Background: an optimization exercise with open tools, aiming at small area, a short achievable clock period and few clock cycles. Do not read the settings as production practice.
No run shown here included a check of the RTL's function; only the layout flow was run.
Power is estimated from default activity; no workload was simulated.

### flow/design.v
module skid2 #(parameter W = 8) (
  input              clk,
  input              rst_n,
  input              in_vld,
  input  [W-1:0]     in_data,
  output             in_rdy,
  output             out_vld,
  output [W-1:0]     out_data,
  input              out_take
);
  reg [W-1:0] d0, d1;
  reg         wp, rp, rdy_r;
  reg [1:0]   cnt;
  wire        enq = in_vld & rdy_r;
  wire [1:0]  cnt_n = cnt + {1'b0, enq} - {1'b0, out_take};
  assign in_rdy   = rdy_r;
  assign out_vld  = (cnt != 2'd0);
  assign out_data = rp ? d1 : d0;
  always @(posedge clk) begin
    if (enq & ~wp) d0 <= in_data;
    if (enq &  wp) d1 <= in_data;
    if (!rst_n) begin
      wp    <= 1'b0;
      rp    <= 1'b0;
      cnt   <= 2'd0;
      rdy_r <= 1'b1;
    end else begin
      if (enq)      wp <= ~wp;
      if (out_take) rp <= ~rp;
      cnt   <= cnt_n;
      rdy_r <= ~cnt_n[1];
    end
  end
endmodule
module benc8 (input [7:0] w, output [11:0] e);
  wire [8:0] wx = {w, 1'b0};
  genvar k;
  generate
    for (k = 0; k < 4; k = k + 1) begin : dg
      wire b0 = wx[2*k];
      wire b1 = wx[2*k+1];
      wire b2 = wx[2*k+2];
      assign e[3*k]   = b0 ^ b1;
      assign e[3*k+1] = (b2 & ~b1 & ~b0) | (~b2 & b1 & b0);
      assign e[3*k+2] = b2 & ~(b1 & b0);
    end
  endgenerate
endmodule
module dot4 (
  input  [11:0] e0, e1, e2, e3,    
  input  [7:0]  w0, w1, w2, w3,
  output [21:0] s,
  output [21:0] c
);
  wire [9:0] w1_0 = {{2{w0[7]}}, w0};
  wire [9:0] w2_0 = {w0[7], w0, 1'b0};
  wire [9:0] r0_0 = (({10{e0[0]}} & w1_0) | ({10{e0[1]}} & w2_0)) ^ {10{e0[2]}};
  wire [9:0] r0_1 = (({10{e0[3]}} & w1_0) | ({10{e0[4]}} & w2_0)) ^ {10{e0[5]}};
  wire [9:0] r0_2 = (({10{e0[6]}} & w1_0) | ({10{e0[7]}} & w2_0)) ^ {10{e0[8]}};
  wire [9:0] r0_3 = (({10{e0[9]}} & w1_0) | ({10{e0[10]}} & w2_0)) ^ {10{e0[11]}};
  wire [9:0] w1_1 = {{2{w1[7]}}, w1};
  wire [9:0] w2_1 = {w1[7], w1, 1'b0};
  wire [9:0] r1_0 = (({10{e1[0]}} & w1_1) | ({10{e1[1]}} & w2_1)) ^ {10{e1[2]}};
  wire [9:0] r1_1 = (({10{e1[3]}} & w1_1) | ({10{e1[4]}} & w2_1)) ^ {10{e1[5]}};
  wire [9:0] r1_2 = (({10{e1[6]}} & w1_1) | ({10{e1[7]}} & w2_1)) ^ {10{e1[8]}};
  wire [9:0] r1_3 = (({10{e1[9]}} & w1_1) | ({10{e1[10]}} & w2_1)) ^ {10{e1[11]}};
  wire [9:0] w1_2 = {{2{w2[7]}}, w2};
  wire [9:0] w2_2 = {w2[7], w2, 1'b0};
  wire [9:0] r2_0 = (({10{e2[0]}} & w1_2) | ({10{e2[1]}} & w2_2)) ^ {10{e2[2]}};
  wire [9:0] r2_1 = (({10{e2[3]}} & w1_2) | ({10{e2[4]}} & w2_2)) ^ {10{e2[5]}};
  wire [9:0] r2_2 = (({10{e2[6]}} & w1_2) | ({10{e2[7]}} & w2_2)) ^ {10{e2[8]}};
  wire [9:0] r2_3 = (({10{e2[9]}} & w1_2) | ({10{e2[10]}} & w2_2)) ^ {10{e2[11]}};
  wire [9:0] w1_3 = {{2{w3[7]}}, w3};
  wire [9:0] w2_3 = {w3[7], w3, 1'b0};
  wire [9:0] r3_0 = (({10{e3[0]}} & w1_3) | ({10{e3[1]}} & w2_3)) ^ {10{e3[2]}};
  wire [9:0] r3_1 = (({10{e3[3]}} & w1_3) | ({10{e3[4]}} & w2_3)) ^ {10{e3[5]}};
  wire [9:0] r3_2 = (({10{e3[6]}} & w1_3) | ({10{e3[7]}} & w2_3)) ^ {10{e3[8]}};
  wire [9:0] r3_3 = (({10{e3[9]}} & w1_3) | ({10{e3[10]}} & w2_3)) ^ {10{e3[11]}};
  wire t1 = r0_0[6] ^ r0_1[4];
  wire t2 = r0_0[6] & r0_1[4];
  wire t3 = r0_0[4] ^ r0_1[2] ^ r0_2[0];
  wire t4 = (r0_0[4] & r0_1[2]) | (r0_0[4] & r0_2[0]) | (r0_1[2] & r0_2[0]);
  wire t5 = e0[8] ^ r1_0[4];
  wire t6 = e0[8] & r1_0[4];
  wire t7 = r0_0[5] ^ r0_1[3];
  wire t8 = r0_0[5] & r0_1[3];
  wire t9 = t1 ^ r0_2[2] ^ r0_3[0];
  wire t10 = (t1 & r0_2[2]) | (t1 & r0_3[0]) | (r0_2[2] & r0_3[0]);
  wire t11 = e0[11] ^ r1_0[6] ^ r1_1[4];
  wire t12 = (e0[11] & r1_0[6]) | (e0[11] & r1_1[4]) | (r1_0[6] & r1_1[4]);
  wire t13 = r1_2[2] ^ r1_3[0] ^ e1[11];
  wire t14 = (r1_2[2] & r1_3[0]) | (r1_2[2] & e1[11]) | (r1_3[0] & e1[11]);
  wire t15 = r2_0[6] ^ r2_1[4];
  wire t16 = r2_0[6] & r2_1[4];
  wire t17 = t2 ^ r0_0[7] ^ r0_1[5];
  wire t18 = (t2 & r0_0[7]) | (t2 & r0_1[5]) | (r0_0[7] & r0_1[5]);
  wire t19 = r0_2[3] ^ r0_3[1] ^ r1_0[7];
  wire t20 = (r0_2[3] & r0_3[1]) | (r0_2[3] & r1_0[7]) | (r0_3[1] & r1_0[7]);
  wire t21 = r1_1[5] ^ r1_2[3] ^ r1_3[1];
  wire t22 = (r1_1[5] & r1_2[3]) | (r1_1[5] & r1_3[1]) | (r1_2[3] & r1_3[1]);
  wire t23 = r2_0[7] ^ r2_1[5] ^ r2_2[3];
  wire t24 = (r2_0[7] & r2_1[5]) | (r2_0[7] & r2_2[3]) | (r2_1[5] & r2_2[3]);
  wire t25 = r0_0[8] ^ r0_1[6] ^ r0_2[4];
  wire t26 = (r0_0[8] & r0_1[6]) | (r0_0[8] & r0_2[4]) | (r0_1[6] & r0_2[4]);
  wire t27 = r0_3[2] ^ r1_0[8] ^ r1_1[6];
  wire t28 = (r0_3[2] & r1_0[8]) | (r0_3[2] & r1_1[6]) | (r1_0[8] & r1_1[6]);
  wire t29 = r1_2[4] ^ r1_3[2] ^ r2_0[8];
  wire t30 = (r1_2[4] & r1_3[2]) | (r1_2[4] & r2_0[8]) | (r1_3[2] & r2_0[8]);
  wire t31 = r2_1[6] ^ r2_2[4];
  wire t32 = r2_1[6] & r2_2[4];
  wire t33 = ~r0_0[9] ^ r0_1[7] ^ r0_2[5];
  wire t34 = (~r0_0[9] & r0_1[7]) | (~r0_0[9] & r0_2[5]) | (r0_1[7] & r0_2[5]);
  wire t35 = r0_3[3] ^ ~r1_0[9] ^ r1_1[7];
  wire t36 = (r0_3[3] & ~r1_0[9]) | (r0_3[3] & r1_1[7]) | (~r1_0[9] & r1_1[7]);
  wire t37 = r1_2[5] ^ r1_3[3] ^ ~r2_0[9];
  wire t38 = (r1_2[5] & r1_3[3]) | (r1_2[5] & ~r2_0[9]) | (r1_3[3] & ~r2_0[9]);
  wire t39 = r2_1[7] ^ r2_2[5];
  wire t40 = r2_1[7] & r2_2[5];
  wire t41 = r0_1[8] ^ r0_2[6] ^ r0_3[4];
  wire t42 = (r0_1[8] & r0_2[6]) | (r0_1[8] & r0_3[4]) | (r0_2[6] & r0_3[4]);
  wire t43 = r1_1[8] ^ r1_2[6];
  wire t44 = r1_1[8] & r1_2[6];
  wire t45 = ~r0_1[9] ^ r0_2[7] ^ r0_3[5];
  wire t46 = (~r0_1[9] & r0_2[7]) | (~r0_1[9] & r0_3[5]) | (r0_2[7] & r0_3[5]);
  wire t47 = r0_0[2] ^ r0_1[0] ^ e0[5];
  wire t48 = (r0_0[2] & r0_1[0]) | (r0_0[2] & e0[5]) | (r0_1[0] & e0[5]);
  wire t49 = r1_0[2] ^ r1_1[0];
  wire t50 = r1_0[2] & r1_1[0];
  wire t51 = r0_0[3] ^ r0_1[1];
  wire t52 = r0_0[3] & r0_1[1];
  wire t53 = t3 ^ t5 ^ r1_1[2];
  wire t54 = (t3 & t5) | (t3 & r1_1[2]) | (t5 & r1_1[2]);
  wire t55 = r1_2[0] ^ e1[8] ^ r2_0[4];
  wire t56 = (r1_2[0] & e1[8]) | (r1_2[0] & r2_0[4]) | (e1[8] & r2_0[4]);
  wire t57 = r2_1[2] ^ r2_2[0];
  wire t58 = r2_1[2] & r2_2[0];
  wire t59 = t4 ^ t6 ^ t7;
  wire t60 = (t4 & t6) | (t4 & t7) | (t6 & t7);
  wire t61 = r0_2[1] ^ r1_0[5] ^ r1_1[3];
  wire t62 = (r0_2[1] & r1_0[5]) | (r0_2[1] & r1_1[3]) | (r1_0[5] & r1_1[3]);
  wire t63 = r1_2[1] ^ r2_0[5] ^ r2_1[3];
  wire t64 = (r1_2[1] & r2_0[5]) | (r1_2[1] & r2_1[3]) | (r2_0[5] & r2_1[3]);
  wire t65 = r2_2[1] ^ r3_0[5];
  wire t66 = r2_2[1] & r3_0[5];
  wire t67 = t8 ^ t9 ^ t11;
  wire t68 = (t8 & t9) | (t8 & t11) | (t9 & t11);
  wire t69 = t13 ^ t15 ^ r2_2[2];
  wire t70 = (t13 & t15) | (t13 & r2_2[2]) | (t15 & r2_2[2]);
  wire t71 = r2_3[0] ^ e2[11] ^ r3_0[6];
  wire t72 = (r2_3[0] & e2[11]) | (r2_3[0] & r3_0[6]) | (e2[11] & r3_0[6]);
  wire t73 = r3_1[4] ^ r3_2[2] ^ r3_3[0];
  wire t74 = (r3_1[4] & r3_2[2]) | (r3_1[4] & r3_3[0]) | (r3_2[2] & r3_3[0]);
  wire t75 = t10 ^ t12 ^ t14;
  wire t76 = (t10 & t12) | (t10 & t14) | (t12 & t14);
  wire t77 = t16 ^ t17 ^ t19;
  wire t78 = (t16 & t17) | (t16 & t19) | (t17 & t19);
  wire t79 = t21 ^ t23 ^ r2_3[1];
  wire t80 = (t21 & t23) | (t21 & r2_3[1]) | (t23 & r2_3[1]);
  wire t81 = r3_0[7] ^ r3_1[5] ^ r3_2[3];
  wire t82 = (r3_0[7] & r3_1[5]) | (r3_0[7] & r3_2[3]) | (r3_1[5] & r3_2[3]);
  wire t83 = t18 ^ t20 ^ t22;
  wire t84 = (t18 & t20) | (t18 & t22) | (t20 & t22);
  wire t85 = t24 ^ t25 ^ t27;
  wire t86 = (t24 & t25) | (t24 & t27) | (t25 & t27);
  wire t87 = t29 ^ t31 ^ r2_3[2];
  wire t88 = (t29 & t31) | (t29 & r2_3[2]) | (t31 & r2_3[2]);
  wire t89 = r3_0[8] ^ r3_1[6] ^ r3_2[4];
  wire t90 = (r3_0[8] & r3_1[6]) | (r3_0[8] & r3_2[4]) | (r3_1[6] & r3_2[4]);
  wire t91 = t26 ^ t28 ^ t30;
  wire t92 = (t26 & t28) | (t26 & t30) | (t28 & t30);
  wire t93 = t32 ^ t33 ^ t35;
  wire t94 = (t32 & t33) | (t32 & t35) | (t33 & t35);
  wire t95 = t37 ^ t39 ^ r2_3[3];
  wire t96 = (t37 & t39) | (t37 & r2_3[3]) | (t39 & r2_3[3]);
  wire t97 = ~r3_0[9] ^ r3_1[7] ^ r3_2[5];
  wire t98 = (~r3_0[9] & r3_1[7]) | (~r3_0[9] & r3_2[5]) | (r3_1[7] & r3_2[5]);
  wire t99 = t34 ^ t36 ^ t38;
  wire t100 = (t34 & t36) | (t34 & t38) | (t36 & t38);
  wire t101 = t40 ^ t41 ^ t43;
  wire t102 = (t40 & t41) | (t40 & t43) | (t41 & t43);
  wire t103 = r1_3[4] ^ r2_1[8] ^ r2_2[6];
  wire t104 = (r1_3[4] & r2_1[8]) | (r1_3[4] & r2_2[6]) | (r2_1[8] & r2_2[6]);
  wire t105 = r2_3[4] ^ r3_1[8] ^ r3_2[6];
  wire t106 = (r2_3[4] & r3_1[8]) | (r2_3[4] & r3_2[6]) | (r3_1[8] & r3_2[6]);
  wire t107 = t42 ^ t44 ^ t45;
  wire t108 = (t42 & t44) | (t42 & t45) | (t44 & t45);
  wire t109 = ~r1_1[9] ^ r1_2[7] ^ r1_3[5];
  wire t110 = (~r1_1[9] & r1_2[7]) | (~r1_1[9] & r1_3[5]) | (r1_2[7] & r1_3[5]);
  wire t111 = ~r2_1[9] ^ r2_2[7] ^ r2_3[5];
  wire t112 = (~r2_1[9] & r2_2[7]) | (~r2_1[9] & r2_3[5]) | (r2_2[7] & r2_3[5]);
  wire t113 = ~r3_1[9] ^ r3_2[7] ^ r3_3[5];
  wire t114 = (~r3_1[9] & r3_2[7]) | (~r3_1[9] & r3_3[5]) | (r3_2[7] & r3_3[5]);
  wire t115 = t46 ^ r0_2[8] ^ r0_3[6];
  wire t116 = (t46 & r0_2[8]) | (t46 & r0_3[6]) | (r0_2[8] & r0_3[6]);
  wire t117 = r1_2[8] ^ r1_3[6] ^ r2_2[8];
  wire t118 = (r1_2[8] & r1_3[6]) | (r1_2[8] & r2_2[8]) | (r1_3[6] & r2_2[8]);
  wire t119 = r2_3[6] ^ r3_2[8];
  wire t120 = r2_3[6] & r3_2[8];
  wire t121 = ~r0_2[9] ^ r0_3[7] ^ ~r1_2[9];
  wire t122 = (~r0_2[9] & r0_3[7]) | (~r0_2[9] & ~r1_2[9]) | (r0_3[7] & ~r1_2[9]);
  wire t123 = r0_0[0] ^ e0[2] ^ r1_0[0];
  wire t124 = (r0_0[0] & e0[2]) | (r0_0[0] & r1_0[0]) | (e0[2] & r1_0[0]);
  wire t125 = t47 ^ t49 ^ e1[5];
  wire t126 = (t47 & t49) | (t47 & e1[5]) | (t49 & e1[5]);
  wire t127 = r2_0[2] ^ r2_1[0];
  wire t128 = r2_0[2] & r2_1[0];
  wire t129 = t48 ^ t50 ^ t51;
  wire t130 = (t48 & t50) | (t48 & t51) | (t50 & t51);
  wire t131 = r1_0[3] ^ r1_1[1] ^ r2_0[3];
  wire t132 = (r1_0[3] & r1_1[1]) | (r1_0[3] & r2_0[3]) | (r1_1[1] & r2_0[3]);
  wire t133 = r2_1[1] ^ r3_0[3];
  wire t134 = r2_1[1] & r3_0[3];
  wire t135 = t52 ^ t53 ^ t55;
  wire t136 = (t52 & t53) | (t52 & t55) | (t53 & t55);
  wire t137 = t57 ^ e2[8] ^ r3_0[4];
  wire t138 = (t57 & e2[8]) | (t57 & r3_0[4]) | (e2[8] & r3_0[4]);
  wire t139 = r3_1[2] ^ r3_2[0] ^ e3[8];
  wire t140 = (r3_1[2] & r3_2[0]) | (r3_1[2] & e3[8]) | (r3_2[0] & e3[8]);
  wire t141 = t54 ^ t56 ^ t58;
  wire t142 = (t54 & t56) | (t54 & t58) | (t56 & t58);
  wire t143 = t59 ^ t61 ^ t63;
  wire t144 = (t59 & t61) | (t59 & t63) | (t61 & t63);
  wire t145 = t65 ^ r3_1[3] ^ r3_2[1];
  wire t146 = (t65 & r3_1[3]) | (t65 & r3_2[1]) | (r3_1[3] & r3_2[1]);
  wire t147 = t60 ^ t62 ^ t64;
  wire t148 = (t60 & t62) | (t60 & t64) | (t62 & t64);
  wire t149 = t66 ^ t67 ^ t69;
  wire t150 = (t66 & t67) | (t66 & t69) | (t67 & t69);
  wire t151 = t71 ^ t73 ^ e3[11];
  wire t152 = (t71 & t73) | (t71 & e3[11]) | (t73 & e3[11]);
  wire t153 = t68 ^ t70 ^ t72;
  wire t154 = (t68 & t70) | (t68 & t72) | (t70 & t72);
  wire t155 = t74 ^ t75 ^ t77;
  wire t156 = (t74 & t75) | (t74 & t77) | (t75 & t77);
  wire t157 = t79 ^ t81 ^ r3_3[1];
  wire t158 = (t79 & t81) | (t79 & r3_3[1]) | (t81 & r3_3[1]);
  wire t159 = t76 ^ t78 ^ t80;
  wire t160 = (t76 & t78) | (t76 & t80) | (t78 & t80);
  wire t161 = t82 ^ t83 ^ t85;
  wire t162 = (t82 & t83) | (t82 & t85) | (t83 & t85);
  wire t163 = t87 ^ t89 ^ r3_3[2];
  wire t164 = (t87 & t89) | (t87 & r3_3[2]) | (t89 & r3_3[2]);
  wire t165 = t84 ^ t86 ^ t88;
  wire t166 = (t84 & t86) | (t84 & t88) | (t86 & t88);
  wire t167 = t90 ^ t91 ^ t93;
  wire t168 = (t90 & t91) | (t90 & t93) | (t91 & t93);
  wire t169 = t95 ^ t97 ^ r3_3[3];
  wire t170 = (t95 & t97) | (t95 & r3_3[3]) | (t97 & r3_3[3]);
  wire t171 = t92 ^ t94 ^ t96;
  wire t172 = (t92 & t94) | (t92 & t96) | (t94 & t96);
  wire t173 = t98 ^ t99 ^ t101;
  wire t174 = (t98 & t99) | (t98 & t101) | (t99 & t101);
  wire t175 = t103 ^ t105 ^ r3_3[4];
  wire t176 = (t103 & t105) | (t103 & r3_3[4]) | (t105 & r3_3[4]);
  wire t177 = t100 ^ t102 ^ t104;
  wire t178 = (t100 & t102) | (t100 & t104) | (t102 & t104);
  wire t179 = t106 ^ t107 ^ t109;
  wire t180 = (t106 & t107) | (t106 & t109) | (t107 & t109);
  wire t181 = t111 ^ t113 ^ 1'b1;
  wire t182 = (t111 & t113) | (t111 & 1'b1) | (t113 & 1'b1);
  wire t183 = t108 ^ t110 ^ t112;
  wire t184 = (t108 & t110) | (t108 & t112) | (t110 & t112);
  wire t185 = t114 ^ t115 ^ t117;
  wire t186 = (t114 & t115) | (t114 & t117) | (t115 & t117);
  wire t187 = t119 ^ r3_3[6] ^ 1'b1;
  wire t188 = (t119 & r3_3[6]) | (t119 & 1'b1) | (r3_3[6] & 1'b1);
  wire t189 = t116 ^ t118 ^ t120;
  wire t190 = (t116 & t118) | (t116 & t120) | (t118 & t120);
  wire t191 = t121 ^ r1_3[7] ^ ~r2_2[9];
  wire t192 = (t121 & r1_3[7]) | (t121 & ~r2_2[9]) | (r1_3[7] & ~r2_2[9]);
  wire t193 = r2_3[7] ^ ~r3_2[9] ^ r3_3[7];
  wire t194 = (r2_3[7] & ~r3_2[9]) | (r2_3[7] & r3_3[7]) | (~r3_2[9] & r3_3[7]);
  wire t195 = t122 ^ r0_3[8] ^ r1_3[8];
  wire t196 = (t122 & r0_3[8]) | (t122 & r1_3[8]) | (r0_3[8] & r1_3[8]);
  wire t197 = r2_3[8] ^ r3_3[8];
  wire t198 = r2_3[8] & r3_3[8];
  wire t199 = t123 ^ e1[2] ^ r2_0[0];
  wire t200 = (t123 & e1[2]) | (t123 & r2_0[0]) | (e1[2] & r2_0[0]);
  wire t201 = t124 ^ r0_0[1] ^ r1_0[1];
  wire t202 = (t124 & r0_0[1]) | (t124 & r1_0[1]) | (r0_0[1] & r1_0[1]);
  wire t203 = t125 ^ t127 ^ e2[5];
  wire t204 = (t125 & t127) | (t125 & e2[5]) | (t127 & e2[5]);
  wire t205 = r3_0[2] ^ r3_1[0];
  wire t206 = r3_0[2] & r3_1[0];
  wire t207 = t126 ^ t128 ^ t129;
  wire t208 = (t126 & t128) | (t126 & t129) | (t128 & t129);
  wire t209 = t131 ^ t133 ^ r3_1[1];
  wire t210 = (t131 & t133) | (t131 & r3_1[1]) | (t133 & r3_1[1]);
  wire t211 = t130 ^ t132 ^ t134;
  wire t212 = (t130 & t132) | (t130 & t134) | (t132 & t134);
  wire t213 = t135 ^ t137 ^ t139;
  wire t214 = (t135 & t137) | (t135 & t139) | (t137 & t139);
  wire t215 = t136 ^ t138 ^ t140;
  wire t216 = (t136 & t138) | (t136 & t140) | (t138 & t140);
  wire t217 = t141 ^ t143 ^ t145;
  wire t218 = (t141 & t143) | (t141 & t145) | (t143 & t145);
  wire t219 = t142 ^ t144 ^ t146;
  wire t220 = (t142 & t144) | (t142 & t146) | (t144 & t146);
  wire t221 = t147 ^ t149 ^ t151;
  wire t222 = (t147 & t149) | (t147 & t151) | (t149 & t151);
  wire t223 = t148 ^ t150 ^ t152;
  wire t224 = (t148 & t150) | (t148 & t152) | (t150 & t152);
  wire t225 = t153 ^ t155 ^ t157;
  wire t226 = (t153 & t155) | (t153 & t157) | (t155 & t157);
  wire t227 = t154 ^ t156 ^ t158;
  wire t228 = (t154 & t156) | (t154 & t158) | (t156 & t158);
  wire t229 = t159 ^ t161 ^ t163;
  wire t230 = (t159 & t161) | (t159 & t163) | (t161 & t163);
  wire t231 = t160 ^ t162 ^ t164;
  wire t232 = (t160 & t162) | (t160 & t164) | (t162 & t164);
  wire t233 = t165 ^ t167 ^ t169;
  wire t234 = (t165 & t167) | (t165 & t169) | (t167 & t169);
  wire t235 = t166 ^ t168 ^ t170;
  wire t236 = (t166 & t168) | (t166 & t170) | (t168 & t170);
  wire t237 = t171 ^ t173 ^ t175;
  wire t238 = (t171 & t173) | (t171 & t175) | (t173 & t175);
  wire t239 = t172 ^ t174 ^ t176;
  wire t240 = (t172 & t174) | (t172 & t176) | (t174 & t176);
  wire t241 = t177 ^ t179 ^ t181;
  wire t242 = (t177 & t179) | (t177 & t181) | (t179 & t181);
  wire t243 = t178 ^ t180 ^ t182;
  wire t244 = (t178 & t180) | (t178 & t182) | (t180 & t182);
  wire t245 = t183 ^ t185 ^ t187;
  wire t246 = (t183 & t185) | (t183 & t187) | (t185 & t187);
  wire t247 = t184 ^ t186 ^ t188;
  wire t248 = (t184 & t186) | (t184 & t188) | (t186 & t188);
  wire t249 = t189 ^ t191 ^ t193;
  wire t250 = (t189 & t191) | (t189 & t193) | (t191 & t193);
  wire t251 = t190 ^ t192 ^ t194;
  wire t252 = (t190 & t192) | (t190 & t194) | (t192 & t194);
  wire t253 = t195 ^ t197 ^ 1'b1;
  wire t254 = (t195 & t197) | (t195 & 1'b1) | (t197 & 1'b1);
  wire t255 = t196 ^ t198 ^ ~r0_3[9];
  wire t256 = (t196 & t198) | (t196 & ~r0_3[9]) | (t198 & ~r0_3[9]);
  wire t257 = ~r1_3[9] ^ ~r2_3[9] ^ ~r3_3[9];
  wire t258 = (~r1_3[9] & ~r2_3[9]) | (~r1_3[9] & ~r3_3[9]) | (~r2_3[9] & ~r3_3[9]);
  wire t259 = t199 ^ e2[2];
  wire t260 = t199 & e2[2];
  wire t261 = t200 ^ t201 ^ r2_0[1];
  wire t262 = (t200 & t201) | (t200 & r2_0[1]) | (t201 & r2_0[1]);
  wire t263 = t202 ^ t203 ^ t205;
  wire t264 = (t202 & t203) | (t202 & t205) | (t203 & t205);
  wire t265 = t204 ^ t206 ^ t207;
  wire t266 = (t204 & t206) | (t204 & t207) | (t206 & t207);
  wire t267 = t208 ^ t210 ^ t211;
  wire t268 = (t208 & t210) | (t208 & t211) | (t210 & t211);
  wire t269 = t212 ^ t214 ^ t215;
  wire t270 = (t212 & t214) | (t212 & t215) | (t214 & t215);
  wire t271 = t216 ^ t218 ^ t219;
  wire t272 = (t216 & t218) | (t216 & t219) | (t218 & t219);
  wire t273 = t220 ^ t222 ^ t223;
  wire t274 = (t220 & t222) | (t220 & t223) | (t222 & t223);
  wire t275 = t224 ^ t226 ^ t227;
  wire t276 = (t224 & t226) | (t224 & t227) | (t226 & t227);
  wire t277 = t228 ^ t230 ^ t231;
  wire t278 = (t228 & t230) | (t228 & t231) | (t230 & t231);
  wire t279 = t232 ^ t234 ^ t235;
  wire t280 = (t232 & t234) | (t232 & t235) | (t234 & t235);
  wire t281 = t236 ^ t238 ^ t239;
  wire t282 = (t236 & t238) | (t236 & t239) | (t238 & t239);
  wire t283 = t240 ^ t242 ^ t243;
  wire t284 = (t240 & t242) | (t240 & t243) | (t242 & t243);
  wire t285 = t244 ^ t246 ^ t247;
  wire t286 = (t244 & t246) | (t244 & t247) | (t246 & t247);
  wire t287 = t248 ^ t250 ^ t251;
  wire t288 = (t248 & t250) | (t248 & t251) | (t250 & t251);
  wire t289 = t252 ^ t254 ^ t255;
  wire t290 = (t252 & t254) | (t252 & t255) | (t254 & t255);
  wire t291 = t256 ^ t258;
  wire t292 = t256 & t258;
  wire t293 = t259 ^ r3_0[0];
  wire t294 = t259 & r3_0[0];
  wire t295 = t260 ^ t261 ^ r3_0[1];
  wire t296 = (t260 & t261) | (t260 & r3_0[1]) | (t261 & r3_0[1]);
  wire t297 = t262 ^ t263 ^ e3[5];
  wire t298 = (t262 & t263) | (t262 & e3[5]) | (t263 & e3[5]);
  wire t299 = t264 ^ t265 ^ t209;
  wire t300 = (t264 & t265) | (t264 & t209) | (t265 & t209);
  wire t301 = t266 ^ t267 ^ t213;
  wire t302 = (t266 & t267) | (t266 & t213) | (t267 & t213);
  wire t303 = t268 ^ t269 ^ t217;
  wire t304 = (t268 & t269) | (t268 & t217) | (t269 & t217);
  wire t305 = t270 ^ t271 ^ t221;
  wire t306 = (t270 & t271) | (t270 & t221) | (t271 & t221);
  wire t307 = t272 ^ t273 ^ t225;
  wire t308 = (t272 & t273) | (t272 & t225) | (t273 & t225);
  wire t309 = t274 ^ t275 ^ t229;
  wire t310 = (t274 & t275) | (t274 & t229) | (t275 & t229);
  wire t311 = t276 ^ t277 ^ t233;
  wire t312 = (t276 & t277) | (t276 & t233) | (t277 & t233);
  wire t313 = t278 ^ t279 ^ t237;
  wire t314 = (t278 & t279) | (t278 & t237) | (t279 & t237);
  wire t315 = t280 ^ t281 ^ t241;
  wire t316 = (t280 & t281) | (t280 & t241) | (t281 & t241);
  wire t317 = t282 ^ t283 ^ t245;
  wire t318 = (t282 & t283) | (t282 & t245) | (t283 & t245);
  wire t319 = t284 ^ t285 ^ t249;
  wire t320 = (t284 & t285) | (t284 & t249) | (t285 & t249);
  wire t321 = t286 ^ t287 ^ t253;
  wire t322 = (t286 & t287) | (t286 & t253) | (t287 & t253);
  wire t323 = t288 ^ t289 ^ t257;
  wire t324 = (t288 & t289) | (t288 & t257) | (t289 & t257);
  wire t325 = t290 ^ t291 ^ 1'b1;
  wire t326 = (t290 & t291) | (t290 & 1'b1) | (t291 & 1'b1);
  assign s = {1'b1, 1'b1, 1'b1, 1'b1, t326, t324, t322, t320, t318, t316, t314, t312, t310, t308, t306, t304, t302, t300, t298, t296, t294, t293};
  assign c = {1'b0, 1'b0, 1'b0, 1'b0, t292, t325, t323, t321, t319, t317, t315, t313, t311, t309, t307, t305, t303, t301, t299, t297, t295, e3[2]};
endmodule
module conv #(parameter AW = 5, parameter DB = 10) (
  input         clk,
  input         rst_n,
  input  [7:0]  ifmap_data,
  output        ifmap_rdy,
  input         ifmap_vld,
  input  [7:0]  weight_data,
  output        weight_rdy,
  input         weight_vld,
  output [31:0] ofmap_data,
  input         ofmap_rdy,
  output        ofmap_vld,
  input  [15:0] config_data,
  output        config_rdy,
  input         config_vld
);
  integer i;
  genvar g, h;
  reg        cfg_rdy_r;
  reg        cfg_v;
  reg [5:0]  cfg_a;
  reg [7:0]  cfg_d;
  reg        st_r;       
  reg [4:0]  c_zm1;      
  reg [3:0]  c_pm1;      
  reg [3:0]  c_oxm1;     
  reg [1:0]  c_fxm1;     
  reg [1:0]  c_fym1;     
  reg [1:0]  c_s;        
  reg [4:0]  c_ix;       
  reg [4:0]  c_iy;       
  reg [3:0]  c_ic1m1;    
  reg [7:0]  c_oc1m1;    
  assign config_rdy = cfg_rdy_r;
  always @(posedge clk) begin
    if (!rst_n) begin
      cfg_rdy_r <= 1'b1;
      cfg_v     <= 1'b0;
      st_r      <= 1'b0;
    end else begin
      cfg_v <= config_vld & cfg_rdy_r;
      st_r  <= cfg_v && (cfg_a == 6'd34);
      if (cfg_v && cfg_a == 6'd34) cfg_rdy_r <= 1'b0;
    end
    cfg_a <= config_data[13:8];
    cfg_d <= config_data[7:0];
    if (cfg_v) begin
      case (cfg_a)
        6'd2:  c_zm1   <= cfg_d[4:0];
        6'd4:  c_pm1   <= cfg_d[3:0];
        6'd6:  c_oxm1  <= cfg_d[3:0] - 4'd1;
        6'd10: c_fxm1  <= cfg_d[1:0] - 2'd1;
        6'd12: c_fym1  <= cfg_d[1:0] - 2'd1;
        6'd14: c_s     <= cfg_d[1:0];
        6'd16: c_ix    <= cfg_d[4:0];
        6'd18: c_iy    <= cfg_d[4:0];
        6'd20: c_ic1m1 <= cfg_d[3:0] - 4'd1;
        6'd22: c_oc1m1 <= cfg_d - 8'd1;
        default: ;
      endcase
    end
  end
  reg [4:0] d_rowstep;   
  reg [4:0] d_stepfy;    
  reg [4:0] d_stepic;    
  reg [5:0] d_z;         
  reg [3:0] d_pm2, d_oxm2;
  reg [7:0] d_oc1m2;
  reg       d_ox1, d_fx1, d_fy1, d_ic11, d_oc11;
  reg [7:0] d_ins;       
  wire [4:0] dx   = c_ix - {1'b0, c_oxm1};
  wire [4:0] dyf  = c_iy - {3'b0, c_fym1};
  wire [4:0] ixdy = c_ix * dyf;
  always @(posedge clk) begin
    d_rowstep <= (c_s == 2'd2) ? {dx[3:0], 1'b0} :
                 (c_s == 2'd3) ? dx + {dx[3:0], 1'b0} : dx;
    d_stepfy  <= c_ix - {3'b0, c_fxm1};
    d_stepic  <= ixdy - {3'b0, c_fxm1};
    d_z       <= {1'b0, c_zm1} + 6'd1;
    d_pm2     <= c_pm1 - 4'd1;
    d_oxm2    <= c_oxm1 - 4'd1;
    d_oc1m2   <= c_oc1m1 - 8'd1;
    d_ox1     <= (c_oxm1 == 4'd0);
    d_fx1     <= (c_fxm1 == 2'd0);
    d_fy1     <= (c_fym1 == 2'd0);
    d_ic11    <= (c_ic1m1 == 4'd0);
    d_oc11    <= (c_oc1m1 == 8'd0);
    for (i = 0; i < 8; i = i + 1) d_ins[i] <= (c_pm1[2:0] == i);
  end
  wire       w_v, i_v;
  wire [7:0] w_d, i_d;
  wire       w_take, i_take;
  skid2 #(.W(8)) wsk (
    .clk(clk), .rst_n(rst_n),
    .in_vld(weight_vld), .in_data(weight_data), .in_rdy(weight_rdy),
    .out_vld(w_v), .out_data(w_d), .out_take(w_take)
  );
  skid2 #(.W(8)) isk (
    .clk(clk), .rst_n(rst_n),
    .in_vld(ifmap_vld), .in_data(ifmap_data), .in_rdy(ifmap_rdy),
    .out_vld(i_v), .out_data(i_d), .out_take(i_take)
  );
  reg [3:0] s;           
  reg       s0;          
  reg       pend;        
  reg       rl;          
  reg [3:0] ox;          
  reg       oxl;         
  reg [1:0] fx, fy;
  reg [3:0] ic1;
  reg [7:0] oc1;
  reg       fxl, fyl, icl, ocl;   
  reg       fb;          
  reg [4:0] rel;         
  reg [AW-1:0] rd;       
  reg [4:0] bo;          
  reg [AW-1:0] bb;       
  reg [AW-1:0] rtb;      
  reg       rpar;        
  wire       lb    = fxl & fyl & icl;    
  wire [4:0] bstep = !fxl ? 5'd1 : !fyl ? d_stepfy : d_stepic;
  wire [4:0] bo_nx = bo + bstep;
  reg [7:0] ib [0:(4<<AW)-1];
  reg [AW+1:0] wa;       
  reg [5:0] wwd;         
  reg       wpar;        
  reg       tfull;       
  reg       wlast;       
  reg [6:0] ovl;         
  reg [6:0] fr;          
  reg [5:0] cw;          
  reg       cpar;        
  reg              wv;   
  reg [AW+1:0]     wadr;
  reg [7:0]        wdat;
  wire      ahead = wpar ^ rpar;
  wire      wr_ok = ~tfull & (~ahead | (ovl < fr));
  wire [4:0] fpt  = lb ? (rl ? rel : 5'd31) : ((rl && rel < bo_nx) ? rel : bo_nx);
  assign i_take = i_v & wr_ok;
  always @(posedge clk) begin
    fr   <= (ocl ? {2'b00, fpt} : 7'd0) + (7'd1 << AW);
    wadr <= wa;
    wdat <= i_d;
    if (wv) ib[wadr] <= wdat;
    if (!rst_n) begin
      wa    <= 0;
      wwd   <= 6'd0;
      wpar  <= 1'b0;
      tfull <= 1'b0;
      wlast <= 1'b0;
      ovl   <= 7'd0;
      cw    <= 6'd0;
      cpar  <= 1'b0;
      wv    <= 1'b0;
    end else begin
      cw   <= wwd;
      cpar <= wpar;
      wv   <= i_take;
      if (st_r) begin
        wlast <= (d_z == 6'd1);
        ovl   <= {1'b0, d_z};
      end
      if (i_take) begin
        wa <= wa + 1'b1;
        if (wa[1:0] == 2'd3) begin
          if (wlast && !ahead) begin
            wwd   <= 6'd0;
            wpar  <= ~wpar;
            wlast <= (d_z == 6'd1);
            ovl   <= {1'b0, d_z};
          end else begin
            wwd   <= wwd + 6'd1;
            tfull <= wlast;
            wlast <= (wwd + 6'd2 == d_z);
            ovl   <= ovl + 7'd1;
          end
        end
      end else if (tfull && !ahead) begin
        wwd   <= 6'd0;
        wpar  <= ~wpar;
        tfull <= 1'b0;
        wlast <= (d_z == 6'd1);
        ovl   <= {1'b0, d_z};
      end
    end
  end
  reg [7:0] ws [0:15];
  reg [7:0] wst [0:15];
  reg [4:0] wcnt;
  wire      ws_full = wcnt[4];
  wire      take;
  assign w_take = w_v & (~ws_full | take);
  always @(posedge clk) begin
    if (w_take) begin
      ws[15] <= w_d;
      for (i = 0; i < 15; i = i + 1) ws[i] <= ws[i+1];
    end
    if (take)
      for (i = 0; i < 16; i = i + 1) wst[i] <= ws[i];
    if (!rst_n) wcnt <= 5'd0;
    else        wcnt <= take ? {4'd0, w_take} : wcnt + {4'd0, w_take};
  end
  reg [3:0] wp;          
  reg [3:0] rp;          
  reg [1:0] dq;          
  reg [4:0] nal;         
  reg [4:0] nav;         
  wire      pdone;       
  wire avail = (cpar ^ rpar) | ({1'b0, rel} < cw);
  wire dok   = (nal != DB);
  wire issue = (~s0 | ws_full) & (~rl | (avail & (~lb | dok)));
  assign take = issue & s0;
  wire [4:0]    pstep = oxl ? d_rowstep : {3'd0, c_s};
  wire [AW-1:0] rtb_n = rtb + d_z;
  always @(posedge clk) begin
    if (!rst_n) begin
      s <= 4'd0; s0 <= 1'b1; pend <= 1'b0; rl <= 1'b1; ox <= 4'd0; oxl <= 1'b0;
      fx <= 2'd0; fy <= 2'd0; ic1 <= 4'd0; oc1 <= 8'd0;
      fxl <= 1'b0; fyl <= 1'b0; icl <= 1'b0; ocl <= 1'b0; fb <= 1'b1;
      rel <= 5'd0; bo <= 5'd0; bb <= 0; rtb <= 0;
      rpar <= 1'b0;
    end else if (st_r) begin
      oxl <= d_ox1;
      fxl <= d_fx1;
      fyl <= d_fy1;
      icl <= d_ic11;
      ocl <= d_oc11;
    end else if (issue) begin
      if (pend) begin
        s    <= 4'd0;
        s0   <= 1'b1;
        pend <= 1'b0;
        rl   <= 1'b1;
        ox   <= 4'd0;
        oxl  <= d_ox1;
        if (lb) begin
          fx <= 2'd0; fy <= 2'd0; ic1 <= 4'd0;
          fxl <= d_fx1; fyl <= d_fy1; icl <= d_ic11;
          fb <= 1'b1;
          bo <= 5'd0; rel <= 5'd0;
          if (ocl) begin
            oc1 <= 8'd0; ocl <= d_oc11;
            rtb <= rtb_n; rpar <= ~rpar; bb <= rtb_n;
          end else begin
            oc1 <= oc1 + 8'd1; ocl <= (oc1 == d_oc1m2);
            bb <= rtb;
          end
        end else begin
          fb <= 1'b0;
          if (!fxl) begin
            fx <= fx + 2'd1; fxl <= (fx + 2'd1 == c_fxm1);
          end else begin
            fx <= 2'd0; fxl <= d_fx1;
            if (!fyl) begin
              fy <= fy + 2'd1; fyl <= (fy + 2'd1 == c_fym1);
            end else begin
              fy <= 2'd0; fyl <= d_fy1;
              ic1 <= ic1 + 4'd1; icl <= (ic1 + 4'd1 == c_ic1m1);
            end
          end
          bo  <= bo_nx;
          rel <= bo_nx;
          bb  <= bb + bstep;
        end
      end else begin
        s    <= s + 4'd1;
        s0   <= 1'b0;
        pend <= (s == 4'd14);
        rl   <= rl & (s != c_pm1);
        if (rl) begin
          ox   <= oxl ? 4'd0 : ox + 4'd1;
          oxl  <= oxl ? d_ox1 : (ox == d_oxm2);
          rel  <= rel + pstep;
        end
      end
    end
  end
  reg  [31:0]   rd_oh;       
  wire [AW-1:0] rd_nx = !issue ? rd :
                        !pend  ? (rl ? rd + pstep : rd) :
                        lb     ? (ocl ? rtb_n : rtb) : bb + bstep;
  always @(posedge clk) begin
    if (!rst_n) begin
      rd    <= 0;
      rd_oh <= 32'd1;
    end else if (!st_r) begin
      rd    <= rd_nx;
      for (i = 0; i < 32; i = i + 1) rd_oh[i] <= (rd_nx == i);
    end
  end
  reg        t1_v, t1_first, t1_final, t1_real, t1_end;
  reg [47:0] x_r;           
  reg        t2_v, t2_final, t2_real;
  reg        t2_zero;       
  reg [21:0] cs_s [0:3];    
  reg [21:0] cs_c [0:3];
  wire [31:0] x_t [0:32];
  assign x_t[0] = 32'd0;
  generate
    for (g = 0; g < 32; g = g + 1) begin : rdw
      assign x_t[g+1] = x_t[g] | ({32{rd_oh[g]}} & {ib[4*g+3], ib[4*g+2], ib[4*g+1], ib[4*g]});
    end
  endgenerate
  wire [31:0] x_w = x_t[32];
  wire [47:0] x_e;
  generate
    for (g = 0; g < 4; g = g + 1) begin : xe
      benc8 enc (.w(x_w[g*8 +: 8]), .e(x_e[g*12 +: 12]));
    end
  endgenerate
  always @(posedge clk) begin
    t1_first <= fb;
    t1_final <= lb;
    t1_real  <= rl;
    t1_end   <= pend;
    x_r      <= x_e;
    t2_final <= t1_final;
    t2_real  <= t1_real;
    t2_zero  <= t1_end ? t1_final : t1_first;
    if (!rst_n) begin
      t1_v <= 1'b0;
      t2_v <= 1'b0;
    end else begin
      t1_v <= issue;
      t2_v <= t1_v;
    end
  end
  generate
    for (h = 0; h < 4; h = h + 1) begin : mo
      wire [21:0] sv, cv;
      dot4 dp (
        .e0(x_r[0*12 +: 12]), .e1(x_r[1*12 +: 12]), .e2(x_r[2*12 +: 12]), .e3(x_r[3*12 +: 12]),
        .w0(wst[0*4+h]), .w1(wst[1*4+h]), .w2(wst[2*4+h]), .w3(wst[3*4+h]),
        .s(sv), .c(cv)
      );
      always @(posedge clk) begin
        cs_s[h] <= sv;
        cs_c[h] <= cv;
      end
    end
  endgenerate
  reg  [87:0] ch [0:15];
  wire [87:0] acc_n;
  generate
    for (g = 0; g < 4; g = g + 1) begin : acc
      assign acc_n[g*22 +: 22] = ch[0][g*22 +: 22] + cs_s[g] + cs_c[g];
    end
  endgenerate
  always @(posedge clk) begin
    if (t2_v) begin
      for (i = 1; i < 15; i = i + 1) ch[i] <= ch[i+1];
      ch[15] <= acc_n;
    end
    if (!rst_n)    ch[0] <= 88'd0;
    else if (t2_v) ch[0] <= t2_zero ? 88'd0 : ch[1];
  end
  reg [87:0] db [0:DB-1];
  reg [21:0] o_r;        
  reg        o_s;        
  reg        ov;
  reg        navnz;      
  reg        dwr;        
  wire       alloc = issue & lb & rl;
  wire [87:0] dpix = db[rp];
  wire [21:0] dval = dpix[dq*22 +: 22];
  wire       otake = navnz & (~ov | ofmap_rdy);
  assign pdone = otake & (dq == 2'd3);
  wire [4:0] nal_a = nal + {4'd0, alloc};
  wire [4:0] nav_a = nav + {4'd0, dwr};
  wire [4:0] nal_d = nal_a - 5'd1;
  wire [4:0] nav_d = nav_a - 5'd1;
  wire [3:0] rp_i  = (rp == DB - 1) ? 4'd0 : rp + 4'd1;
  always @(posedge clk) begin
    if (dwr) db[wp] <= ch[15];
    if (otake) o_r <= dval;
    o_s <= otake ? dval[21] : o_r[21];
    if (!rst_n) begin
      dwr   <= 1'b0;
      wp    <= 4'd0;
      rp    <= 4'd0;
      dq    <= 2'd0;
      nal   <= 5'd0;
      nav   <= 5'd0;
      navnz <= 1'b0;
      ov    <= 1'b0;
    end else begin
      dwr <= t2_v & t2_final & t2_real;
      if (dwr) wp <= (wp == DB - 1) ? 4'd0 : wp + 4'd1;
      if (pdone) rp <= rp_i;
      nal   <= pdone ? nal_d : nal_a;
      nav   <= pdone ? nav_d : nav_a;
      navnz <= pdone ? (nav_d != 5'd0) : (nav_a != 5'd0);
      if (otake) begin
        ov <= 1'b1;
        dq <= dq + 2'd1;
      end else if (ofmap_rdy) begin
        ov <= 1'b0;
      end
    end
  end
  assign ofmap_vld  = ov;
  assign ofmap_data = {{10{o_s}}, o_r};
endmodule
### flow/flow/run.sh
#!/bin/bash
# Layout flow: the standard synthesis and ORFS layout, with the post-placement
# timing repair (repair_timing) asked to leave a larger setup margin, so that it
# keeps optimising paths well below the 16 ns clock. The SDC and the clock period
# are the design's own; only the optimisation target of the repair changes.
set -euo pipefail
MARGIN=${MARGIN:-11.5}
# 1. Standard synthesis, unchanged.
bash standard.sh synth > synth.log 2>&1
# 2. Floorplan to final layout with the same ORFS make command, plus the margin.
MAKECMD=$(grep '^make ' standard.sh | sed 's/"\${@:-finish}"//')
eval "$MAKECMD SETUP_SLACK_MARGIN=$MARGIN SKIP_GATE_CLONING=1 finish" > layout.log 2>&1
# 3. Write out/final.def (targets are up to date, so make does nothing here).
bash standard.sh finish > def.log 2>&1
### flow/standard.sh
#!/bin/bash
# synth_recipe.tcl (not shown) runs the flow's synth.tcl, then flattens the netlist and writes it again
# the make line also repeats each setting of config.mk as NAME=value (left out here)
make -C /OpenROAD-flow-scripts/flow DESIGN_CONFIG=/design/flow/config.mk WORK_HOME=/design/flow/orfs CLKGATE_MAP_FILE= SYNTH_SCRIPT=/design/flow/synth_recipe.tcl "${@:-finish}"
### flow/config.mk
export PLATFORM = sky130hd
export DESIGN_NAME = conv
export DESIGN_NICKNAME = conv
export VERILOG_FILES = /design/flow/design.v
export SDC_FILE = /design/flow/constraint.sdc
export NUM_CORES = 8
export LEC_CHECK = 0
export CAP_MARGIN = 20
export CORE_MARGIN = 2
export CORE_UTILIZATION = 72
export CTS_CLUSTER_DIAMETER = 80
export CTS_CLUSTER_SIZE = 20
export PLACE_DENSITY = 0.85
export SLEW_MARGIN = 20
### flow/constraint.sdc
create_clock -name core_clock -period 16.0 [get_ports {clk}]
set_input_delay 3.2000 -clock core_clock [delete_from_list [all_inputs] [get_ports {clk}]]
set_output_delay 3.2000 -clock core_clock [all_outputs]
set_load 0.01 [all_outputs]
==> out/qor.yml, run 1 <==
run_status:
  outcome: "timing/DRC/antenna clean"
synthesis:
  ys_ff_latch: 4101
  synth_xor_xnor_area_share: 0.04004
  synth_compound_area_frac: 0.06585
  ys_seq_area_frac: 0.6937
  synthDistinctLibCells: 86
  synth_fa_ha_area_frac: 0.09227
  synth.avg_cell_area_um2: 16.51
  yosysWarnings: 12
  yosysMostFrequentCell: "edfxtp_1"
  syn_inst: 10290
  ys.flop_type: "edfxtp_1"
  synth_area_leaders: "edfxtp_1 (63%), fa_1 (7.4%), dfxtp_1 (6.2%), mux4_2 (3.8%), a22oi_1 (3.7%)"
  synth_top_area_share: 0.6317
  synthMuxAreaShare: 0.04180
  syn-cell-area_um2: 169900
  async_flop_share: 0
  synthTopCellsByCount: "edfxtp_1 (3575), a22oi_1 (847), inv_1 (807)"
  syn_nets: 11210
  synth-simple-area-share: 0.03510
  synth_top_family_by_area: "adder cells"
  synth_area_leader_cell: "edfxtp_1"
  synth-edff-count: 3575
floorplan:
  start_util: 0.7233
  core-area_um2: 235000
  die_y_um: 489.8
  fp.dieArea_um2: 239900
  ios: 74
  row_count: 178
  dieWidth_um: 489.8
clock_tree:
  cts_root_buffer: "clkbuf_16"
  clock_sinks: 4101
  clk_pin_slew_ns: 0.11
  clockBufferDepth: 3
  htreeDepth: 4
  hold_buffers: 0
  clock_latency_ns: 0.97
  numCtsBuffers: 232
  cts_tree: "built"
drt:
  drc_errors: 0
  finalWirelength_um: 527000
  drtIter0Drc: 19820
  viasPerCell: 7.391
  dr.pass1.iters: 17
  vias: 101400
  antenna_left: 0
  wire_per_inst_um: 38.41
setup_path:
  cp_max_fo: 3
  rrSetupSlack_ns: 11.13
  cp_common_cell: "a211oi_1"
  worstSetupStartpointType: "flip-flop"
  slowest_delay_ns: 0.88
  worst_setup_path_end_kind: "flip-flop"
  crit_type: "reg2reg"
  crit_chain: "fa_1 -> ha_1 -> a211oi_1 -> nor2_1 -> o41ai_1 -> a211oi_1 -> o211ai_1 -> o21ai_0 -> xor2_2"
  required_ns: 16.64
  reg2reg_from: "ch[0][68]"
  reg2reg_depth: 9
  startpoint: "ch[0][68]"
  crit_slowest_cell: "o41ai_1"
  crit_arrival_ns: 5.51
  r2r_end: "ch[15][86]"
sta:
  hold_viol: 0
  max_freq_mhz: 205.2
  rsz0062_at_grt: "true"
  fin_setup_tns_ns: 0
  relSlewSlack: 0.1473
  fin_crit_sh: 0.3045
  worstMarginPinSlew_ns: 1.274
  period_minus_slack_ns: 4.872
  finalMaxSlewViolations: 0
  setup_viol: 0
  skew_ns: 0.1013
placement:
  io_buffers: 71
  gp_congestion: 0.9368
  post_dp_cell_area_um2: 173900
  dp.final_hpwl_um: 295900
pwr:
  p_per_area_nw_per_um2: 240.8
  power_mw: 44.23
  leakagePower_nw: 62.34
  max-vdd-ir-drop_uv: 482.1
finish:
  finish.instance_area_um2: 183700
  syn_to_final_growth_pct: 8.094
  finalNetCount: 11280
  drive_gt1_frac: 0.1160
global_route:
  grt.overflow.total: 0
  grt_pass1_vias: 100400
  track_usage: 0.4396
  antenna_found_initial: 41
  grt_pass1_wl_um: 731600
  grt_start_max_net_pins: 194
min_path:
  holdPathEnd: "t2_real"
  hold_start: "t1_real"
  hp-class: "reg2reg"
  min_path_cells: 0
flow_run:
  maxCapViolations: 0
timing repair:
action                     CTS  global route
setup endpoints to repair  638           426
resized for setup          279           223
pin swaps                   15           105
buffers inserted            59            94
routing by layer:
| layer | track usage | up-vias | part of all wire |
|---|---|---|---|
| li1 | - | 38140 | - |
| met3 | 0.1476 | 2905 | 0.16 |
| met2 | 0.6606 | 10730 | 0.45 |
| met4 | 0.2776 | 36 | 0.086 |
| met1 | 0.5576 | 49600 | 0.31 |
| met5 | 0.001812 | - | 0.00048 |
registers in the layout, summed over array words and instances, names as in the netlist, 7 cells and up, named ones only:
name,count
ovl,7
ch,1408
ws,128
cfg_d,8
o_r,22
cs_s,72
wsk.d0,8
isk.d0,8
rd_oh,32
wadr,7
oc1,8
db,880
d_oc1m2,8
cs_c,69
wsk.d1,8
isk.d1,8
wdat,8
ib,1024
wa,7
x_r,48
wst,128
c_oc1m1,8
stage by stage:
step,hold slack (ns),worst slack [ns],std cells,util
after floorplan,0.3096,5.733,10290,-
after global placement,0.3174,10.44,13110,0.7395
after detailed placement,0.3203,10.22,13120,0.7399
after CTS,0.3359,11.11,13590,0.7743
after global routing,0.3628,11.14,13700,0.7816
final,0.3403,11.13,13720,0.7818
worst max-delay path, delay by kind of cell, from the launching register on:
kind                     cells  cell delay [ns]
flip-flops                   1             0.38
XOR/XNOR                     1             0.68
AND/OR/NAND/NOR              1             0.17
adder cells (fa/ha/maj)      2             0.88
AO/OA/AOI/OAI                5             2.42
worst max path at each step:
stage                endpoint  slack (ns)
3_5_place_dp           nav[3]       10.22
6_report           ch[15][86]       11.13
5_1_grt        ofmap_data[19]       11.14
4_1_cts        ofmap_data[19]       11.11
2_1_floorplan       ch[0][55]        5.73
3_3_place_gp           nav[3]       10.44
kinds of logic (layout without fill, tap and decap cells):
logic type	Yosys count	in the layout
compound gates	1586	1586
xor+xnor	777	777
fa+ha+maj	877	877
buf+inv	1373	1621
flops	4101	4101
mux	348	348
other cells	0	29
simple gates	1232	1232
cell usage in the layout (no fill, tap or decap), drive strengths merged, types with 15 or more instances in the layout:
master         synthesis  final
o21ai                180    180
nor2                 406    406
edfxtp              3575   3575
and2                  29     29
or3                   16     16
a22oi                847    847
a21oi                227    227
a211oi                30     30
nor3                  47     47
mux2                  33     33
mux4                 286    286
buf                  133    357
a21o                  42     42
inv                  809    822
or4                   30     30
a221oi                59     59
clkdlybuf4s50          0     34
clkinv                 2     18
clkbuf               429    388
xnor2                521    521
nand4                 95     95
o211ai                15     15
nor4                  19     19
nand2                247    247
ha                   250    250
a22o                  59     59
a2bb2oi               17     17
dfxtp                526    526
mux2i                 29     29
fa                   627    627
diode                  0     29
nand3                135    135
nor2b                109    109
and3                  16     16
nand2b                37     37
xor2                 256    256
cell type report:
type | count | area (um^2)
clock buffers | 382 | 6410
well taps | 3150 | 3941
diodes | 29 | 72.57
repair buffers | 397 | 4055
flip-flops and latches | 4101 | 118000
clock inverters | 31 | 625.6
inverters | 811 | 3067
fillers | 11460 | 51260
multi-input cells | 4820 | 47540
power breakdown:
part / total [mW] / switching, mW / internal [mW]
clock network: 6.51 / 3.68 / 2.83
logic: 24.1 / 15.0 / 9.15
registers: 13.6 / 0.506 / 13.1
==> inputs of run 2 (changes only) <==
--- a/flow/design.v
+++ b/flow/design.v
@@ -762,25 +762,31 @@
     else if (t2_v) ch[0] <= t2_zero ? 88'd0 : ch[1];
   end
   reg [87:0] db [0:DB-1];
-  reg [21:0] o_r;        
-  reg        o_s;        
-  reg        ov;
   reg        navnz;      
   reg        dwr;        
+  reg [21:0] oq [0:1];   
+  reg [1:0]  qn;         
+  reg        qw, qh;     
+  reg [21:0] o_p;        
+  reg        ov;         
   wire       alloc = issue & lb & rl;
   wire [87:0] dpix = db[rp];
   wire [21:0] dval = dpix[dq*22 +: 22];
-  wire       otake = navnz & (~ov | ofmap_rdy);
-  assign pdone = otake & (dq == 2'd3);
+  wire       push  = navnz & ~qn[1];
+  wire       pop   = ov & ofmap_rdy;
+  assign pdone = push & (dq == 2'd3);
   wire [4:0] nal_a = nal + {4'd0, alloc};
   wire [4:0] nav_a = nav + {4'd0, dwr};
   wire [4:0] nal_d = nal_a - 5'd1;
   wire [4:0] nav_d = nav_a - 5'd1;
   wire [3:0] rp_i  = (rp == DB - 1) ? 4'd0 : rp + 4'd1;
+  wire [21:0] hd_pop  = qn[1] ? oq[~qh] : dval;           
+  wire [21:0] hd_stay = (qn != 2'd0) ? oq[qh] : dval;     
+  wire [1:0] qn_a = qn + {1'b0, push};
   always @(posedge clk) begin
     if (dwr) db[wp] <= ch[15];
-    if (otake) o_r <= dval;
-    o_s <= otake ? dval[21] : o_r[21];
+    if (push) oq[qw] <= dval;
+    o_p <= pop ? hd_pop : hd_stay;
     if (!rst_n) begin
       dwr   <= 1'b0;
       wp    <= 4'd0;
@@ -789,22 +795,26 @@
       nal   <= 5'd0;
       nav   <= 5'd0;
       navnz <= 1'b0;
+      qn    <= 2'd0;
+      qw    <= 1'b0;
+      qh    <= 1'b0;
       ov    <= 1'b0;
     end else begin
       dwr <= t2_v & t2_final & t2_real;
       if (dwr) wp <= (wp == DB - 1) ? 4'd0 : wp + 4'd1;
       if (pdone) rp <= rp_i;
+      if (push) begin
+        dq <= dq + 2'd1;
+        qw <= ~qw;
+      end
       nal   <= pdone ? nal_d : nal_a;
       nav   <= pdone ? nav_d : nav_a;
       navnz <= pdone ? (nav_d != 5'd0) : (nav_a != 5'd0);
-      if (otake) begin
-        ov <= 1'b1;
-        dq <= dq + 2'd1;
-      end else if (ofmap_rdy) begin
-        ov <= 1'b0;
-      end
+      if (pop) qh <= ~qh;
+      qn <= pop ? qn_a - 2'd1 : qn_a;
+      ov <= pop ? (qn_a != 2'd1) : (qn_a != 2'd0);
     end
   end
   assign ofmap_vld  = ov;
-  assign ofmap_data = {{10{o_s}}, o_r};
+  assign ofmap_data = {{10{o_p[21]}}, o_p};
 endmodule
--- a/flow/config.mk
+++ b/flow/config.mk
@@ -7,8 +7,8 @@
 export LEC_CHECK = 0
 export CAP_MARGIN = 20
 export CORE_MARGIN = 2
-export CORE_UTILIZATION = 72
+export CORE_UTILIZATION = 65
 export CTS_CLUSTER_DIAMETER = 80
 export CTS_CLUSTER_SIZE = 20
-export PLACE_DENSITY = 0.85
+export PLACE_DENSITY = 0.8
 export SLEW_MARGIN = 20
==> run 2 against run 1 <==
The layout now fails its checks (antenna rules). Cell count increased by 3.9%. First-iteration DRC count is 24% lower. Clock skew fell by 0.020 ns. Utilization is 7.7 points lower. Clock power fell by 2%. Critical path depth shrank 7. Design area increased by 1.5%. Combinational power fell by 34%. Sequential power about the same. Sequential share of layout area is 0.29 points lower. Flip-flop and latch count grew 48. Non-clock buffer count decreased by 17.
==> out/qor.yml, run 2 <==
run_status:
  outcome: "complete, but fails checks"
  so.violations: "antenna rules"
setup_path:
  cp_num_cells: 2  # -7
  crit_end: "ofmap_data[30]"
  r2r_end: "cs_c[0][10]"
  reg2reg_depth: 14  # +5
  critPathBufInv: 2  # +2
  slowest_delay_ns: 0.37  # -0.51 ns
  reg2reg_from: "x_r[3]"
  crit_chain: "buf_12 -> buf_6"
  worstSetupStartpointType: "flip-flop"
  startpoint: "o_p[21]"
  crit_family: "flip-flops"
  required_ns: 12.80  # -3.84 ns
  crit_type: "reg2out"
  rrSetupSlack_ns: 11.50  # +0.37 ns
  cp_max_fo: 5  # +2
  crit_slowest_cell: "dfxtp_4"
  worst_setup_path_end_kind: "primary output"
  crit_arrival_ns: 1.58  # -3.93 ns
flow_run:
  maxCapViolations: 0  # unchanged
pwr:
  p_comb_frac: 0.447  # -0.099
  intPower_mw: 21.74  # -13%
  p_per_area_nw_per_um2: 190.9  # -21%
  max-vdd-ir-drop_uv: 473.2  # -1.8%
  switching_power_mw: 13.85  # -28%
  clkPwrFrac: 0.179  # +0.032
  leakagePower_nw: 63.09  # +1.2%
  p_sw_frac: 0.3891  # -0.04410
  seq_power_share: 0.373  # +0.066
synthesis:
  yosysWarnings: 12  # unchanged
  synth-edff-count: 3597  # +0.62%
  ys.flop_type: "edfxtp_1"
  synth_top_area_share: 0.6262  # -0.005477
  synth_area_leaders: "edfxtp_1 (63%), fa_1 (7.3%), dfxtp_1 (6.4%), mux4_2 (3.7%), a22oi_1 (3.7%)"
  synthTopCellsByCount: "edfxtp_1 (3597), a22oi_1 (844), inv_1 (808)"
  syn_nets: 11410  # +1.8%
  syn-cell-area_um2: 172500  # +1.5%
  synthDistinctLibCells: 88  # +2.3%
  synth_area_leader_cell: "edfxtp_1"
  yosysMostFrequentCell: "edfxtp_1"
  synth.avg_cell_area_um2: 16.44  # -0.42%
  ys_seq_area_frac: 0.6903  # -0.003372
  syn_inst: 10490  # +1.9%
  async_flop_share: 0  # unchanged
  ys_ff_latch: 4149  # +1.2%
clock_tree:
  htreeDepth: 4  # unchanged
  cts_tree: "built"
  cts_root_buffer: "clkbuf_16"
  clk_pin_slew_ns: 0.09  # -0.02 ns
  clockBufferDepth: 4  # +1
  clock_sinks: 4149  # +1.2%
  hold_buffers: 0  # unchanged
  numCtsBuffers: 241  # +3.9%
  clock_latency_ns: 0.98  # about the same
finish:
  largest_reg_flops: 1408  # unchanged
  finalNetCount: 11450  # +1.5%
  drive_gt1_frac: 0.1162  # +0.0002170
  final_cell_mix: "edfxtp_1 (3597), a22oi_1 (819), inv_1 (790)"
  top_regs: "ch: 1408 flops, ib: 1024 flops, db: 880 flops"
  syn_to_final_growth_pct: 8.112  # about the same
  regMostFlops: "ch"
  final_common_cell: "edfxtp_1"
global_route:
  grt_pass1_wl_um: 657800  # -10%
  grt_start_max_net_pins: 210  # +8.2%
  grt.overflow.total: 0  # unchanged
  grt_pass1_vias: 97110  # -3.3%
  antenna_found_initial: 28  # -32%
  track_usage: 0.3356  # -0.1041
sta:
  rsz0062_at_grt: "true"
  fin_setup_tns_ns: 0  # unchanged
  finalMaxSlewViolations: 0  # unchanged
  period_minus_slack_ns: 4.784  # -0.08880 ns
  max_freq_mhz: 209.0  # +1.9%
  hold_viol: 0  # unchanged
  whs_ns: 0.3484  # +0.008077 ns
  fin_crit_sh: 0.2990  # -0.005550
  setup_viol: 0  # unchanged
  skew_ns: 0.08142  # -0.01985 ns
  worstMarginPinSlew_ns: 1.279  # +0.004449 ns
  relSlewSlack: 0.1428  # -0.004473
drt:
  dr.pass1.iters: 8  # -9
  antenna_left: 1  # +1
  drtIter0Drc: 15120  # -24%
  finalWirelength_um: 458500  # -13%
  viasPerCell: 6.747  # -8.7%
  vias: 96150  # -5.2%
  wire_per_inst_um: 32.17  # -16%
  drc_errors: 0  # unchanged
placement:
  dp.final_hpwl_um: 263200  # -11%
  io_buffers: 71  # unchanged
  gp_congestion: 0.9272  # -1.0%
floorplan:
  ios: 74  # unchanged
  dieWidth_um: 519.1  # +6.0%
  start_util: 0.6518  # -0.07145
  row_count: 189  # +6.2%
  fp.dieArea_um2: 269500  # +12%
  core-area_um2: 264600  # +13%
  die_y_um: 519.1  # +6.0%
min_path:
  hp-class: "reg2reg"
## run 2: cell count changes after synthesis, sizes merged, moves of 13 or more
cell	change
edfxtp	+22
a221oi	+23
clkbuf	+29
nor2	+35
dfxtp	+26
a32o	+14
mux2	+21
a21oi	-36
mux2i	+26
o31ai	+16
o21ai	-29
o21a	+13
## run 2: cells by family after synthesis
family                   synth area share
flip-flops                         0.6903
AO/OA/AOI/OAI                     0.06737
buffers and inverters             0.03169
AND/OR/NAND/NOR                   0.03551
adder cells (fa/ha/maj)           0.09112
XOR/XNOR                          0.03996
multiplexers                      0.04406
## run 2: metal layers
| layer | wire length, um | part of all wire | up-vias | track usage |
|---|---|---|---|---|
| met1 | 159300 | 0.35 | 48220 | 0.4562 |
| met4 | 24160 | 0.053 | 12 | 0.1385 |
| li1 | - | - | 38870 | - |
| met5 | 84 | 0.00018 | - | 0 |
| met3 | 59940 | 0.13 | 1456 | 0.08018 |
| met2 | 215000 | 0.47 | 7594 | 0.5281 |
## run 2: worst min-delay path by stage
stage / to / from / cells after the start / slack, ns
finish: t2_real / t1_real / 0 / 0.35
global route: t2_real / t1_real / 0 / 0.35
CTS: t2_real / t1_real / 0 / 0.35
detailed placement: t2_real / t1_real / 0 / 0.32
global placement: t2_real / t1_real / 0 / 0.32
floorplan: t2_real / t1_real / 0 / 0.31
## run 2: area by class of cell
class / count / area [um^2]
antenna: 14 / 35.03
clock buffer: 398 / 6736
clock inverter: 16 / 211.5
fill: 15570 / 78140
inverter: 812 / 3082
multi-input combinational: 4948 / 48700
sequential: 4149 / 119200
tap: 3533 / 4420
timing repair buffer: 380 / 4053
## run 2: repair_timing
item / CTS / global route
buffers inserted: 59 / 75
pin swaps: 5 / 118
resized for setup: 307 / 196
hold endpoints to repair: 0 / 0
endpoints found under the setup margin: 505 / 437
## run 2: per-stage QoR
step	setup WS (ns)	cells	total power, mW	utilization	instance area, um^2
2_1_floorplan	5.755	10490	21.16	-	172500
4_1_cts	11.19	14160	34.64	0.6986	184900
3_3_place_gp	10.01	13680	27.68	0.6681	176800
5_1_grt	11.20	14240	37.61	0.7046	186400
6_report	11.22	14250	35.59	0.7047	186500
3_5_place_dp	9.910	13680	27.64	0.6682	176800
## run 2: worst register-to-register path, stage by stage, from the launching register on
cell and delay (ns):
dfxtp_2 0.34, buf_12 0.15, buf_12 0.15, buf_4 0.17
a22oi_2 0.24, xor2_2 0.11, fa_1 0.55, inv_1 0.06
fa_1 0.49, fa_2 0.41, fa_1 0.52, inv_1 0.06
fa_1 0.53, inv_1 0.05, fa_2 0.60
## run 2: power groups by stage
stage	registers [mW]	clock network (mW)	logic [mW]
2_1_floorplan	13.4	0	7.73
3_3_place_gp	13.5	0	14.2
3_5_place_dp	13.5	0	14.1
4_1_cts	13.3	6.37	15.0
5_1_grt	13.3	6.71	17.6
6_report	13.3	6.39	15.9

afterwards: timing with drivers on the ports:
The flow's constraints put no driver on any port. The routed layouts listed below were extracted and timed again, unchanged, in two steps.
Step 1, drivers: a clkbuf_16 drives clk and a buf_2 each remaining input, both assumed.
Step 2 adds t to the input delays and takes it off the output delays; t is the mean of the earliest and latest rising clock arrival at the registers after step 1. Input paths then give back, and output paths get back, about the clock's delay inside the block.
Three values: ideal, step 1, step 2; two values: the first two.
run	t (ns)	setup WS [ns]	latest minus earliest clock arrival (ns)
run 1	1.042	11.128 / 11.023 / 10.426	0.115 / 0.116
run 2	1.036	11.216 / 11.114 / 10.585	0.092 / 0.093
The setup slack of run 1, which loses most, moves by -0.105 ns with the drivers and by -0.702 ns with both steps.
